From an optimization exercise on the open Yosys and OpenROAD flow, aimed at a short achievable clock period and few clock cycles; shortcuts taken in it are not production practice.
Only simulation tests tie the RTL to the original design; equivalence was not proved.
Power and IR drop assume default switching activity.

$ cat standard.sh
#!/bin/bash
# synth_recipe.tcl (not shown) runs the flow's synth.tcl, then flattens the netlist and writes it again
# the make line also repeats each setting of config.mk as NAME=value (left out here)
make -C /OpenROAD-flow-scripts/flow DESIGN_CONFIG=/design/flow/config.mk WORK_HOME=/design/flow/orfs CLKGATE_MAP_FILE= SYNTH_SCRIPT=/design/flow/synth_recipe.tcl "${@:-finish}"
$ cat design.v
`timescale 1ns / 1ps
module KSAdd #(parameter W = 16) (
	input  [W-1:0] a,
	input  [W-1:0] b,
	input          cin,
	output [W-1:0] s,
	output         cout
);
	localparam L = 4;    
	wire [W-1:0] p0 = a ^ b;
	wire [W-1:0] g [0:L];
	wire [W-1:0] p [0:L];
	assign g[0] = {a[W-1:1] & b[W-1:1], (a[0] & b[0]) | (p0[0] & cin)};
	assign p[0] = p0;
	genvar l, i;
	generate
		for (l = 0; l < L; l = l + 1) begin : LV
			for (i = 0; i < W; i = i + 1) begin : B
				if (i >= (1 << l)) begin : C
					assign g[l+1][i] = g[l][i] | (p[l][i] & g[l][i - (1 << l)]);
					assign p[l+1][i] = p[l][i] & p[l][i - (1 << l)];
				end else begin : P
					assign g[l+1][i] = g[l][i];
					assign p[l+1][i] = p[l][i];
				end
			end
		end
	endgenerate
	assign s = p0 ^ {g[L][W-2:0], cin};
	assign cout = g[L][W-1];
endmodule
module UCmp (
	input  [15:0] a,
	input  [15:0] b,
	output        eq,
	output        lt,
	output        gt
);
	wire ge, le;
	KSAdd u_ge (.a(a), .b(~b), .cin(1'b1), .s(), .cout(ge));
	KSAdd u_le (.a(b), .b(~a), .cin(1'b1), .s(), .cout(le));
	assign eq = a == b;
	assign lt = ~ge;
	assign gt = ~le;
endmodule
`timescale 1ns / 1ps
module IntegratedDatapath(
	input Reset,
	input Clock,
	output [13:0] MemAddr,
	output [15:0] MemWData,
	output MemWE,
	input [15:0] MemRData
);
localparam [4:0] OP_ADD=5'd0, OP_ADDI=5'd1, OP_SUB=5'd2, OP_JUMP=5'd3, OP_CALL=5'd4,
	OP_BEQ=5'd5, OP_BNE=5'd6, OP_LOAD=5'd7, OP_LLI=5'd8, OP_LUI=5'd9, OP_STORE=5'd10,
	OP_OR=5'd11, OP_AND=5'd12, OP_NOT=5'd13, OP_NOP=5'd14, OP_COMP=5'd15, OP_SLL=5'd16,
	OP_SRL=5'd17, OP_BLT=5'd18, OP_BGT=5'd19, OP_BLET=5'd20, OP_BGET=5'd21, OP_JR=5'd22;
localparam NB = 16;               
localparam NC = 32;               
reg  [15:0] fpc;                  
reg  [13:0] addr_q;               
reg  [15:0] ras;                  
reg         d_valid;
reg  [15:0] d_pc, d_pcp2;
reg         d_hit;
reg  [NB-1:0] d_hitv;
reg  [15:0] d_tgt, d_bins;
reg         d_fc;                 
reg  [15:0] d_cir;
reg         d_mf;                 
reg         e_valid;              
reg         e_go;                 
reg         e_stl;                
reg         e_rep;                
reg  [15:0] e_pc, e_pcp2, e_alt;  
reg  [15:0] e_npc;                
reg  [15:0] e_brt, e_jt, e_ir;
reg         e_pt;                 
reg         e_hit;                
reg  [NB-1:0] e_hitv;
reg         e_add, e_addi, e_sub, e_and, e_or, e_not, e_comp, e_sll, e_srl,
            e_lli, e_lui, e_call, e_jump, e_load, e_store, e_jr, e_br;
reg         e_ldv;                
reg         e_teq, e_tlt, e_tgt;  
reg         e_meq, e_mlt, e_mgt;  
reg  [3:0]  e_rs, e_rd, e_dst;
reg  [2:0]  e_rt, e_rss, e_rds;
reg  [15:0] v_rs, v_rt, v_rd, v_rss, v_rds;
reg         hx_rs, hx_rt, hx_rd, hx_rss, hx_rds;    
reg  [7:0]  e_imm;
reg         e_wr;                 
reg         x_v;                  
reg  [3:0]  x_dst;                
reg  [15:0] x_res;
reg         m_busy, m_ld, m_st;
reg  [3:0]  m_dst;
reg  [15:0] m_wdata;
reg         lw_v;                 
reg  [3:0]  lw_dst;
wire          stall;
wire [NC-1:0] chitv;
wire [15:0]   cdat_c [0:NC];
assign cdat_c[0] = 16'd0;
wire          c_fill = d_mf & ~d_fc & ~stall;
wire          c_same = m_st & (addr_q == d_pc[14:1]);
genvar ci;
generate
	for (ci = 0; ci < NC; ci = ci + 1) begin : IC
		reg        v;
		reg [8:0]  tag;
		reg [15:0] dat;
		always @(posedge Clock or posedge Reset)
			if (Reset) begin
				v <= 1'b0; tag <= 9'd0; dat <= 16'd0;
			end else if (c_fill && d_pc[5:1] == ci && !c_same) begin
				v <= 1'b1; tag <= d_pc[14:6]; dat <= MemRData;
			end else if (m_st && addr_q[4:0] == ci && tag == addr_q[13:5]) begin
				v <= 1'b0;
			end
		assign chitv[ci] = v & (tag == fpc[14:6]) & (fpc[5:1] == ci);
		assign cdat_c[ci + 1] = cdat_c[ci] | ({16{chitv[ci]}} & dat);
	end
endgenerate
wire c_hit = |chitv;
wire fetch = (~m_busy | c_hit) & ~stall;
wire [15:0] fpc_p2;
KSAdd u_fpc (.a(fpc), .b(16'd2), .cin(1'b0), .s(fpc_p2), .cout());
assign MemAddr  = addr_q;
assign MemWData = m_wdata;
assign MemWE    = m_st;
wire [15:0] rf [0:15];
assign rf[0] = 16'd0;
genvar gi;
generate
	for (gi = 1; gi < 16; gi = gi + 1) begin : RF
		reg [15:0] r;
		always @(posedge Clock or posedge Reset)
			if (Reset)
				r <= 16'd0;
			else if (x_v && x_dst == gi)
				r <= x_res;
			else if (lw_v && lw_dst == gi)
				r <= MemRData;
		assign rf[gi] = r;
	end
endgenerate
wire          b_alloc, b_inval, b_fix;
wire [15:0]   b_wtgt;
wire          b_wret;
reg           bu_alloc, bu_inval, bu_fix, bu_ret;
reg  [15:0]   bu_pc, bu_ir, bu_tgt;
reg  [NB-1:0] bu_hitv;
reg  [3:0]    b_ptr;
wire [NB-1:0] bhit, bexist;
wire [15:0]   btgt_c [0:NB];
wire [15:0]   bins_c [0:NB];
wire [NB:0]   bret_c;
assign btgt_c[0] = 16'd0;
assign bins_c[0] = 16'd0;
assign bret_c[0] = 1'b0;
generate
	for (gi = 0; gi < NB; gi = gi + 1) begin : BTB
		reg        v, ret;
		reg [15:0] tag, tgt, ins;
		always @(posedge Clock or posedge Reset)
			if (Reset) begin
				v <= 1'b0; ret <= 1'b0; tag <= 16'd0; tgt <= 16'd0; ins <= 16'd0;
			end else if (bu_alloc && b_ptr == gi) begin
				v <= 1'b1; ret <= bu_ret; tag <= bu_pc; tgt <= bu_tgt; ins <= bu_ir;
			end else if (bu_inval && bu_hitv[gi]) begin
				v <= 1'b0;
			end else if (bu_fix && bu_hitv[gi]) begin
				tgt <= bu_tgt;
			end
		assign bhit[gi] = v & (tag == fpc);
		assign bexist[gi] = v & (tag == e_pc);
		assign btgt_c[gi + 1] = btgt_c[gi] | ({16{bhit[gi]}} & tgt);
		assign bins_c[gi + 1] = bins_c[gi] | ({16{bhit[gi]}} & ins);
		assign bret_c[gi + 1] = bret_c[gi] | (bhit[gi] & ret);
	end
endgenerate
wire        f_hit = |bhit;
wire [15:0] f_tgt = bret_c[NB] ? ras : btgt_c[NB];
wire [15:0] ir = d_fc ? d_cir : MemRData;
wire [4:0]  op = ir[15:11];
wire d_add = op == OP_ADD, d_addi = op == OP_ADDI, d_sub = op == OP_SUB;
wire d_jump = op == OP_JUMP, d_call = op == OP_CALL;
wire d_beq = op == OP_BEQ, d_bne = op == OP_BNE, d_blt = op == OP_BLT;
wire d_bgt = op == OP_BGT, d_blet = op == OP_BLET, d_bget = op == OP_BGET;
wire d_load = op == OP_LOAD, d_store = op == OP_STORE;
wire d_lli = op == OP_LLI, d_lui = op == OP_LUI;
wire d_or = op == OP_OR, d_and = op == OP_AND, d_not = op == OP_NOT;
wire d_comp = op == OP_COMP, d_sll = op == OP_SLL, d_srl = op == OP_SRL;
wire d_jr = op == OP_JR;
wire d_br = d_beq | d_bne | d_blt | d_bgt | d_blet | d_bget;
wire d_rtype = d_add | d_sub | d_or | d_and | d_comp;
wire [3:0] i_rs = ir[6:3], i_rt = {1'b0, ir[2:0]}, i_rd = ir[10:7];
wire [3:0] i_rss = {1'b0, ir[6:4]}, i_rds = {1'b0, ir[10:8]};
wire [15:0] d_rs_v  = (x_v & (x_dst == i_rs))  ? x_res : (lw_v & (lw_dst == i_rs))  ? MemRData : rf[i_rs];
wire [15:0] d_rt_v  = (x_v & (x_dst == i_rt))  ? x_res : (lw_v & (lw_dst == i_rt))  ? MemRData : rf[i_rt];
wire [15:0] d_rd_v  = (x_v & (x_dst == i_rd))  ? x_res : (lw_v & (lw_dst == i_rd))  ? MemRData : rf[i_rd];
wire [15:0] d_rss_v = (x_v & (x_dst == i_rss)) ? x_res : (lw_v & (lw_dst == i_rss)) ? MemRData : rf[i_rss];
wire [15:0] d_rds_v = (x_v & (x_dst == i_rds)) ? x_res : (lw_v & (lw_dst == i_rds)) ? MemRData : rf[i_rds];
wire [15:0] d_brt;
KSAdd u_brt (.a(d_pcp2), .b({{11{ir[3]}}, ir[3:0], 1'b0}), .cin(1'b0), .s(d_brt), .cout());
wire [15:0] d_jt  = {d_pcp2[15:11], ir[10:0]};
wire        d_sjr = d_jr & (i_rd == 4'd5);
wire        d_stk = d_jump | d_call | (d_br & ir[3]) | d_sjr;
wire [15:0] d_starget = d_sjr ? ras : (d_jump | d_call) ? d_jt : d_brt;
wire        d_match = d_hit & (ir == d_bins);    
wire        d_ptk = d_match | d_stk;
wire [15:0] d_npc = d_match ? d_tgt : d_starget;
wire        e_flush;
assign      stall = e_stl;
wire        d_redirect = d_valid & ~e_flush & ~stall & (d_hit ? ~d_match : d_stk);
wire [15:0] d_target = d_stk ? d_starget : d_pcp2;
wire [3:0]  d_dst = d_call ? 4'd5 : (d_lli | d_lui) ? i_rds : i_rd;
wire        d_wr  = (d_rtype | d_not | d_addi | d_sll | d_srl | d_lli | d_lui | d_call) & (d_dst != 4'd0);
wire u_rs = d_rtype | d_not;
wire u_rt = d_rtype;
wire u_rd = d_store | d_br | d_jr;
wire u_rss = d_addi | d_sll | d_srl | d_load | d_store | d_br;
wire u_rds = d_lli | d_lui;
wire t_eq = d_beq | d_blet | d_bget;
wire t_lt = d_bne | d_blt | d_blet;
wire t_gt = d_bne | d_bgt | d_bget;
wire ew = e_go & e_wr;
wire p_hx_rs = ew & (e_dst == i_rs), p_hx_rt = ew & (e_dst == i_rt), p_hx_rd = ew & (e_dst == i_rd);
wire p_hx_rss = ew & (e_dst == i_rss), p_hx_rds = ew & (e_dst == i_rds);
wire ml = m_ld & ~(ew & (e_dst == m_dst));
wire p_stall = ml & (
	(u_rs & (m_dst == i_rs)) | (u_rt & (m_dst == i_rt)) | (u_rd & (m_dst == i_rd)) |
	(u_rss & (m_dst == i_rss)) | (u_rds & (m_dst == i_rds)));
wire el = e_go & e_ldv;
wire p_replay = el & (
	(u_rs & (e_rd == i_rs)) | (u_rt & (e_rd == i_rt)) | (u_rd & (e_rd == i_rd)) |
	(u_rss & (e_rd == i_rss)) | (u_rds & (e_rd == i_rds)));
wire [15:0] f_rs  = hx_rs  ? x_res : v_rs;
wire [15:0] f_rt  = hx_rt  ? x_res : v_rt;
wire [15:0] f_rd  = hx_rd  ? x_res : v_rd;
wire [15:0] f_rss = hx_rss ? x_res : v_rss;
wire [15:0] f_rds = hx_rds ? x_res : v_rds;
wire [15:0] se4 = {{12{e_imm[3]}}, e_imm[3:0]};
wire [15:0] ze4 = {12'd0, e_imm[3:0]};
wire [15:0] r_add, r_sub, r_addi, ldst_addr;
wire        c_ge, c_le;
KSAdd u_add  (.a(f_rs),  .b(f_rt),   .cin(1'b0), .s(r_add),  .cout());
KSAdd u_sub  (.a(f_rs),  .b(~f_rt),  .cin(1'b1), .s(r_sub),  .cout(c_ge));
KSAdd u_cle  (.a(f_rt),  .b(~f_rs),  .cin(1'b1), .s(),       .cout(c_le));
KSAdd u_addi (.a(f_rss), .b(se4),    .cin(1'b0), .s(r_addi), .cout());
KSAdd u_ldst (.a(f_rss), .b(ze4),    .cin(1'b0), .s(ldst_addr), .cout());
wire [15:0] r_sll  = f_rss << e_imm[3:0];
wire [15:0] r_srl  = f_rss >> e_imm[3:0];
wire        c_gt   = ~c_le;
wire        c_lt   = ~c_ge;
wire [15:0] r_comp = c_gt ? 16'd1 : c_lt ? 16'hFFFF : 16'd0;
wire [15:0] r_lli  = {f_rds[15:8], e_imm};
wire [15:0] r_lui  = {e_imm, f_rds[7:0]};
wire [15:0] e_res =
	({16{e_add}}  & r_add)  | ({16{e_sub}}  & r_sub)  | ({16{e_addi}} & r_addi) |
	({16{e_and}}  & (f_rs & f_rt)) | ({16{e_or}} & (f_rs | f_rt)) | ({16{e_not}} & ~f_rs) |
	({16{e_comp}} & r_comp) | ({16{e_sll}}  & r_sll)  | ({16{e_srl}}  & r_srl)  |
	({16{e_lli}}  & r_lli)  | ({16{e_lui}}  & r_lui)  | ({16{e_call}} & e_pcp2);
wire e_we = e_go & e_wr;
wire eq0, lt0, gt0, eq1, lt1, gt1, eq2, lt2, gt2;
UCmp u_c0 (.a(v_rd),  .b(v_rss), .eq(eq0), .lt(lt0), .gt(gt0));
UCmp u_c1 (.a(x_res), .b(v_rss), .eq(eq1), .lt(lt1), .gt(gt1));
UCmp u_c2 (.a(v_rd),  .b(x_res), .eq(eq2), .lt(lt2), .gt(gt2));
wire tk0 = (eq0 & e_teq) | (lt0 & e_tlt) | (gt0 & e_tgt);
wire tk1 = (eq1 & e_teq) | (lt1 & e_tlt) | (gt1 & e_tgt);
wire tk2 = (eq2 & e_teq) | (lt2 & e_tlt) | (gt2 & e_tgt);
wire mi0 = (eq0 & e_meq) | (lt0 & e_mlt) | (gt0 & e_mgt);
wire mi1 = (eq1 & e_meq) | (lt1 & e_mlt) | (gt1 & e_mgt);
wire mi2 = (eq2 & e_meq) | (lt2 & e_mlt) | (gt2 & e_mgt);
wire taken  = hx_rd ? (hx_rss ? e_teq : tk1) : (hx_rss ? tk2 : tk0);
wire br_mis = hx_rd ? (hx_rss ? e_meq : mi1) : (hx_rss ? mi2 : mi0);
wire jne0 = v_rd != e_npc;
wire jne1 = x_res != e_npc;
wire jr_mis = e_jr & (~e_pt | (hx_rd ? jne1 : jne0));
wire e_redirect = e_go & (br_mis | jr_mis);
assign e_flush = e_redirect | e_rep;
wire [15:0] e_target = e_rep ? e_pc : e_jr ? f_rd : e_alt;
wire e_taken = e_jump | e_call | e_jr | (e_br & taken);
assign b_alloc = e_go & e_taken & ~e_hit & ~(|bexist) & ~(bu_alloc & (bu_pc == e_pc));
assign b_inval = e_go & e_br & ~taken & e_hit;
assign b_fix   = e_go & e_jr & e_hit & jr_mis;
assign b_wtgt  = e_jr ? f_rd : e_br ? e_brt : e_jt;
assign b_wret  = e_jr & (e_rd == 4'd5);
wire [15:0] fpc_seq = fetch ? (f_hit ? f_tgt : fpc_p2) : fpc;
wire [15:0] fpc_nx = e_flush ? e_target : d_redirect ? d_target : fpc_seq;
wire        m_next = e_go & (e_store | e_ldv);
always @(posedge Clock or posedge Reset) begin
	if (Reset) begin
		fpc <= 16'd0; addr_q <= 14'd0; ras <= 16'd0; b_ptr <= 4'd0;
		d_valid <= 1'b0; d_pc <= 16'd0; d_pcp2 <= 16'd0;
		d_hit <= 1'b0; d_hitv <= {NB{1'b0}}; d_tgt <= 16'd0; d_bins <= 16'd0;
		d_fc <= 1'b0; d_cir <= 16'd0; d_mf <= 1'b0;
		e_valid <= 1'b0; e_go <= 1'b0; e_stl <= 1'b0; e_rep <= 1'b0;
		e_pc <= 16'd0; e_pcp2 <= 16'd0; e_alt <= 16'd0; e_npc <= 16'd0;
		e_brt <= 16'd0; e_jt <= 16'd0; e_ir <= 16'd0;
		e_pt <= 1'b0; e_hit <= 1'b0; e_hitv <= {NB{1'b0}};
		e_add <= 1'b0; e_addi <= 1'b0; e_sub <= 1'b0; e_and <= 1'b0; e_or <= 1'b0;
		e_not <= 1'b0; e_comp <= 1'b0; e_sll <= 1'b0; e_srl <= 1'b0; e_lli <= 1'b0;
		e_lui <= 1'b0; e_call <= 1'b0; e_jump <= 1'b0; e_load <= 1'b0; e_store <= 1'b0;
		e_jr <= 1'b0; e_br <= 1'b0; e_ldv <= 1'b0;
		e_teq <= 1'b0; e_tlt <= 1'b0; e_tgt <= 1'b0; e_meq <= 1'b0; e_mlt <= 1'b0; e_mgt <= 1'b0;
		e_rs <= 4'd0; e_rd <= 4'd0; e_dst <= 4'd0; e_rt <= 3'd0; e_rss <= 3'd0; e_rds <= 3'd0;
		v_rs <= 16'd0; v_rt <= 16'd0; v_rd <= 16'd0; v_rss <= 16'd0; v_rds <= 16'd0;
		hx_rs <= 1'b0; hx_rt <= 1'b0; hx_rd <= 1'b0; hx_rss <= 1'b0; hx_rds <= 1'b0;
		e_imm <= 8'd0; e_wr <= 1'b0;
		x_v <= 1'b0; x_dst <= 4'd0; x_res <= 16'd0;
		m_busy <= 1'b0; m_ld <= 1'b0; m_st <= 1'b0; m_dst <= 4'd0; m_wdata <= 16'd0;
		lw_v <= 1'b0; lw_dst <= 4'd0;
		bu_alloc <= 1'b0; bu_inval <= 1'b0; bu_fix <= 1'b0; bu_ret <= 1'b0;
		bu_pc <= 16'd0; bu_ir <= 16'd0; bu_tgt <= 16'd0; bu_hitv <= {NB{1'b0}};
	end else begin
		fpc <= fpc_nx;
		addr_q <= m_next ? ldst_addr[14:1] : fpc_nx[14:1];
		if (~stall) begin
			d_valid <= fetch & ~e_flush & ~d_redirect;
			d_pcp2 <= fpc_p2;
			d_pc <= fpc;
			d_hit <= f_hit;
			d_hitv <= bhit;
			d_tgt <= f_tgt;
			d_bins <= bins_c[NB];
			d_fc <= c_hit;
			d_cir <= cdat_c[NC];
			d_mf <= ~m_busy;
		end
		if (d_valid & d_call & ~stall)
			ras <= d_pcp2;
		bu_alloc <= b_alloc; bu_inval <= b_inval; bu_fix <= b_fix; bu_ret <= b_wret;
		bu_pc <= e_pc; bu_ir <= e_ir; bu_tgt <= b_wtgt; bu_hitv <= e_hitv;
		if (bu_alloc)
			b_ptr <= b_ptr + 4'd1;
		if (stall) begin
			v_rs  <= (lw_v & (lw_dst == e_rs))           ? MemRData : f_rs;
			v_rt  <= (lw_v & (lw_dst == {1'b0, e_rt}))  ? MemRData : f_rt;
			v_rd  <= (lw_v & (lw_dst == e_rd))           ? MemRData : f_rd;
			v_rss <= (lw_v & (lw_dst == {1'b0, e_rss})) ? MemRData : f_rss;
			v_rds <= (lw_v & (lw_dst == {1'b0, e_rds})) ? MemRData : f_rds;
			hx_rs <= 1'b0; hx_rt <= 1'b0; hx_rd <= 1'b0; hx_rss <= 1'b0; hx_rds <= 1'b0;
			e_go <= 1'b1;
			e_stl <= 1'b0;
			e_rep <= 1'b0;
		end else begin
			e_valid <= d_valid & ~e_flush;
			e_go  <= d_valid & ~e_flush & ~p_stall & ~p_replay;
			e_stl <= d_valid & ~e_flush & p_stall & ~p_replay;
			e_rep <= d_valid & ~e_flush & p_replay;
			e_pc <= d_pc;
			e_pcp2 <= d_pcp2;
			e_alt <= d_ptk ? d_pcp2 : d_brt;
			e_npc <= d_npc;
			e_brt <= d_brt;
			e_jt <= d_jt;
			e_ir <= ir;
			e_pt <= d_ptk;
			e_hit <= d_match;
			e_hitv <= d_hitv & {NB{d_match}};
			e_add <= d_add; e_addi <= d_addi; e_sub <= d_sub; e_and <= d_and; e_or <= d_or;
			e_not <= d_not; e_comp <= d_comp; e_sll <= d_sll; e_srl <= d_srl; e_lli <= d_lli;
			e_lui <= d_lui; e_call <= d_call; e_jump <= d_jump; e_load <= d_load; e_store <= d_store;
			e_jr <= d_jr; e_br <= d_br;
			e_ldv <= d_load & (i_rd != 4'd0);
			e_teq <= t_eq; e_tlt <= t_lt; e_tgt <= t_gt;
			e_meq <= d_br & (t_eq ^ d_ptk);
			e_mlt <= d_br & (t_lt ^ d_ptk);
			e_mgt <= d_br & (t_gt ^ d_ptk);
			e_rs <= i_rs; e_rt <= ir[2:0]; e_rd <= i_rd; e_rss <= ir[6:4]; e_rds <= ir[10:8];
			v_rs <= d_rs_v; v_rt <= d_rt_v; v_rd <= d_rd_v; v_rss <= d_rss_v; v_rds <= d_rds_v;
			hx_rs <= p_hx_rs; hx_rt <= p_hx_rt; hx_rd <= p_hx_rd; hx_rss <= p_hx_rss; hx_rds <= p_hx_rds;
			e_imm <= ir[7:0];
			e_dst <= d_dst;
			e_wr <= d_wr;
		end
		x_v <= e_we;
		x_dst <= e_dst;
		x_res <= e_res;
		m_ld <= e_go & e_ldv;
		m_st <= e_go & e_store;
		m_busy <= m_next;
		m_dst <= e_rd;
		m_wdata <= f_rd;
		lw_v <= m_ld & ~(e_we & (e_dst == m_dst));
		lw_dst <= m_dst;
	end
end
endmodule
$ cat constraint.sdc
create_clock -name core_clock -period 9.0 [get_ports {Clock}]
set_input_delay 1.8000 -clock core_clock [delete_from_list [all_inputs] [get_ports {Clock}]]
set_output_delay 1.8000 -clock core_clock [all_outputs]
set_load 0.01 [all_outputs]
$ cat flow/run.sh
#!/bin/bash
set -uo pipefail
bash standard.sh ADDER_MAP_FILE= SETUP_SLACK_MARGIN=6.5 MATCH_CELL_FOOTPRINT=0 finish > flow_make.log 2>&1
status=$?
tail -5 flow_make.log
exit $status
$ cat config.mk
export PLATFORM = sky130hd
export DESIGN_NAME = IntegratedDatapath
export DESIGN_NICKNAME = IntegratedDatapath
export VERILOG_FILES = /design/flow/design.v
export SDC_FILE = /design/flow/constraint.sdc
export NUM_CORES = 4
export LEC_CHECK = 0
export CAP_MARGIN = 20
export CORE_MARGIN = 2
export CORE_UTILIZATION = 40
export SLEW_MARGIN = 20
==> flow_metrics.tcl <==
set metrics [dict create \
    yosysWarnings 2 \
    drv_slew 0 \
    synth_xor_area_frac 0.0949 \
    setup_viol 0 \
    rsz0062_at_grt "yes" \
    wl_met2_um 277000 \
    grt-ovfl-total 0 \
    grt_pass1_wl_um 913000 \
    coreArea_um2 321000 \
    globalplace.congestion 1.02 \
    hold_viol 0 \
    combPwrFrac 0.442 \
    synth_compound_area_frac 0.120 \
    dp_cells 15900 \
    clockRootBuffer "clkbuf_16" \
    drive_above_1_share 0.393 \
    internal_power_mw 32.6 \
    synth_ff_type "dfrtp_1" \
    dieArea_um2 328000 \
    hold_slack_ns 0.366 \
    max_freq_ghz 0.244 \
    syn_inst 12200 \
    cts_buffers 275 \
    ys_seq_area_frac 0.457 \
    cts_hold_buf 0 \
    rows 208 \
    synth_edf_count 0 \
    critPathCaptureType "flop" \
    fin_util 0.543 \
    hold_path_class "reg -> reg" \
    tightest_slew_ns 1.26 \
    boundaryPins 49 \
    top_layer "met5" \
    pre_cts_slack_ns 2.75 \
    irDropWorstVdd_uv 280 \
    nets 13300 \
    slew-limit-headroom 0.155 \
    gr-usage-all-layers 0.393 \
    startpoint_type "flop" \
    clock_latency_ns 1.01 \
    finalSetupTns_ns 0 \
    yosysMostFrequentCell "dfrtp_1" \
    power_density_nw_per_um2 321 \
    wire_per_inst_um 38.1 \
    period_share 0.455 \
    cts_buffer_depth 4 \
    synth.area.top_cells "dfrtp_1 (46%), mux2_2 (15%), xnor2_1 (7.5%), mux2i_1 (3.2%), nand2_1 (3.1%)" \
    path_clk_slew_ns 0.06 \
    synth_top_cell_by_area "dfrtp_1" \
    netlist_top_cells_count "dfrtp_1 (2361), mux2_2 (1729), xnor2_1 (1103), nand2_1 (1066), clkbuf_1 (792)" \
    swShare 0.419 \
    cts.sinks 2361 \
    setup_slack_ns 4.90 \
    status "no timing/DRC/antenna violations" \
    dp_hpwl_um 356000 \
    antenna_found_initial 41 \
    p_seq_frac 0.352 \
    grt_max_degree 168 \
    met3_wirelength_um 93900 \
    drc 0 \
    first_pass_iters 11 \
    grt_pass1_vias 115000 \
    synthesis.nets 12200 \
    drt-met1-wl_um 243000 \
    synth_area_um2 129000 \
    htree_levels 5 \
    cp_max_fo 8 \
    finalNonFillerCells 17800 \
    fp.dieW_um 572 \
    async_flop_share 1.00 \
    synthAdderAreaFrac 0.00373 \
    yosys.area_share.simple 0.101 \
    syn2layout_area_growth_pct 35.0 \
    yosys_register_bits 2361 \
    drt-vias-per-instance 6.69 \
    first_iter_violations 17300 \
    antenna_left 0 \
    finalCriticalPeriod_ns 4.10 \
    initial_core_util 0.402 \
    synthMuxAreaShare 0.185 \
    p_leak_nw 75.2 \
    syn_area_per_cell_um2 10.6 \
    cap_violations 0 \
    port-buffer-count 48 \
    drt_wl_total_um 679000 \
    arrival_ns 4.92 \
    fin_skew_ns 0.0719 \
    critPathKind "reg -> reg" \
    p_sw_mw 23.5 \
    power_frac_clock 0.207 \
    synth.top_cell.area_share 0.457 \
    required_ns 9.83 \
    die_h_um 572 \
    num_vias 119000 \
    cts_tree "done" \
    synth_top_family_by_area "multiplexers" \
    synth.distinct_cells 100 \
]
==> routing by layer <==
layer	vias to the layer above	global-route usage
met1	60200	0.481
met5	-	0.0101
li1	46100	-
met2	9456	0.561
met4	42	0.290
met3	3321	0.148
==> path summary, 6_finish.rpt <==
path | start | end | slack, ns | cells past startpoint
min reg2reg | e_hitv[14] | bu_hitv[14] | 0.37 | 0
max | fpc[1] | addr_q[2] | 4.90 | 18
min in group asynchronous | Reset | BTB[6].tgt[7] | 1.02 | 2
max reg2reg | fpc[1] | addr_q[2] | 4.90 | 18
min | e_hitv[14] | bu_hitv[14] | 0.37 | 0
max in group asynchronous | Reset | IC[25].dat[15] | 6.92 | 5
==> metrics by stage <==
| step | cell area (um2) | power, mW |
|---|---|---|
| after floorplan | 129000 | 29.6 |
| after global placement | 134000 | 35.8 |
| after detailed placement | 134000 | 36.3 |
| after CTS | 168000 | 52.6 |
| after global routing | 174000 | 57.2 |
| final | 174000 | 56.0 |
==> layout make-up <==
class                           instances  area, um2
Tap cell                             4305       5390
Fill cell                           26400     147000
Timing Repair inverter                  1       5.00
Timing Repair Buffer                 1826      24500
Antenna cell                           22       55.1
Clock inverter                         83        941
Clock buffer                          397       8050
Sequential cell                      2361      59300
Inverter                              117        468
Multi-Input combinational cell       8696      75900
==> critical path: stages, from the launching register on <==
cell,delay (ns)
dfrtp_4,0.60
buf_4,0.19
and3b_2,0.31
buf_6,0.15
nand3_1,0.10
nor4_2,0.23
and3_4,0.28
buf_12,0.18
nor4_1,0.07
and4_4,0.21
a41o_4,0.26
buf_12,0.16
buf_4,0.13
buf_6,0.10
a21o_1,0.14
a211oi_1,0.24
o21a_1,0.17
o31ai_2,0.07
mux2_4,0.29
==> cells by family after synthesis <==
logic type,count (synthesis)
flops,2361
fa+ha+maj,48
simple gates,2746
mux,2155
buf+inv,1178
xor+xnor,1401
compound gates,2334
==> repair_timing <==
action	CTS	global route
pin swaps	558	364
endpoints found under the setup margin	3808	2626
gates resized for setup	3078	915
setup buffers	904	219
cloned	209	37
==> registers in the layout, summed over array words and instances (netlist names), 32 cells and up <==
name and count:
BTB.ins 256, BTB.tag 256, BTB.tgt 256, IC.dat 512, IC.tag 288, IC.v 32
RF.r 240
==> cell usage in the layout, fill, tap and decap left out, types with 47 or more instances in the layout <==
master | synthesis | routed
a22o_1 | 126 | 125
a221oi_2 | 0 | 82
a21oi_2 | 1 | 82
a211oi_1 | 116 | 49
a221oi_1 | 158 | 65
buf_12 | 3 | 312
a211oi_2 | 0 | 60
xnor2_1 | 1103 | 1049
o21ai_2 | 1 | 70
a22oi_1 | 347 | 286
nor2_4 | 0 | 78
o211ai_1 | 65 | 65
dfrtp_2 | 0 | 71
nand2_2 | 2 | 53
buf_4 | 27 | 774
nand3_1 | 294 | 236
buf_6 | 40 | 366
nor4_1 | 123 | 73
dfrtp_1 | 2361 | 2263
mux2_2 | 1729 | 1054
a22oi_2 | 0 | 61
buf_8 | 3 | 98
a21oi_1 | 598 | 504
buf_16 | 0 | 72
o21ai_1 | 19 | 153
clkbuf_8 | 0 | 56
clkbuf_1 | 792 | 60
mux2i_1 | 411 | 358
nand2_1 | 1066 | 942
clkbuf_16 | 0 | 468
inv_1 | 115 | 106
nand3_2 | 0 | 47
nor3_1 | 114 | 63
nor2_1 | 544 | 430
a222oi_1 | 51 | 51
nand4_1 | 274 | 274
mux2_4 | 0 | 676
o21ai_0 | 466 | 255
xor2_1 | 298 | 288
==> power groups by stage <==
| stage | sequential (mW) | clock (mW) | combinational, mW |
|---|---|---|---|
| after floorplan | 16.9 | 0 | 12.6 |
| after global placement | 19.2 | 0 | 16.5 |
| after detailed placement | 19.4 | 0 | 16.9 |
| after CTS | 19.1 | 11.5 | 22.0 |
| after global routing | 19.9 | 12.0 | 25.4 |
| final | 19.7 | 11.6 | 24.7 |
Testbench counts, summed over its fixed seeds: cycles 117,510.

-- static timing again, ports no longer ideal --
In the flow no input, the clock included, has a driving cell. The finished layout below was timed again as built, in two steps.
Step 1 sets driving cells, clkbuf_16 on the clock port and buf_2 on the other inputs (assumed; they add their load-dependent delay and slew).
Step 2 also shifts input and output timing later by t, the mid clock arrival at the registers, as if the neighbouring blocks saw the same clock.
Three values: ideal ports, drivers, drivers and shift; two values: the first two.
t, ns: 1.083
setup slack, ns: 4.904 / 4.904 / 3.843
worst data-port slew with drivers (ns): 0.60
pins driven straight from the clock port: 1
After both steps this run still meets setup and hold. The setup slack of this run moves by 0.000 ns with the drivers and by -1.061 ns with both steps.
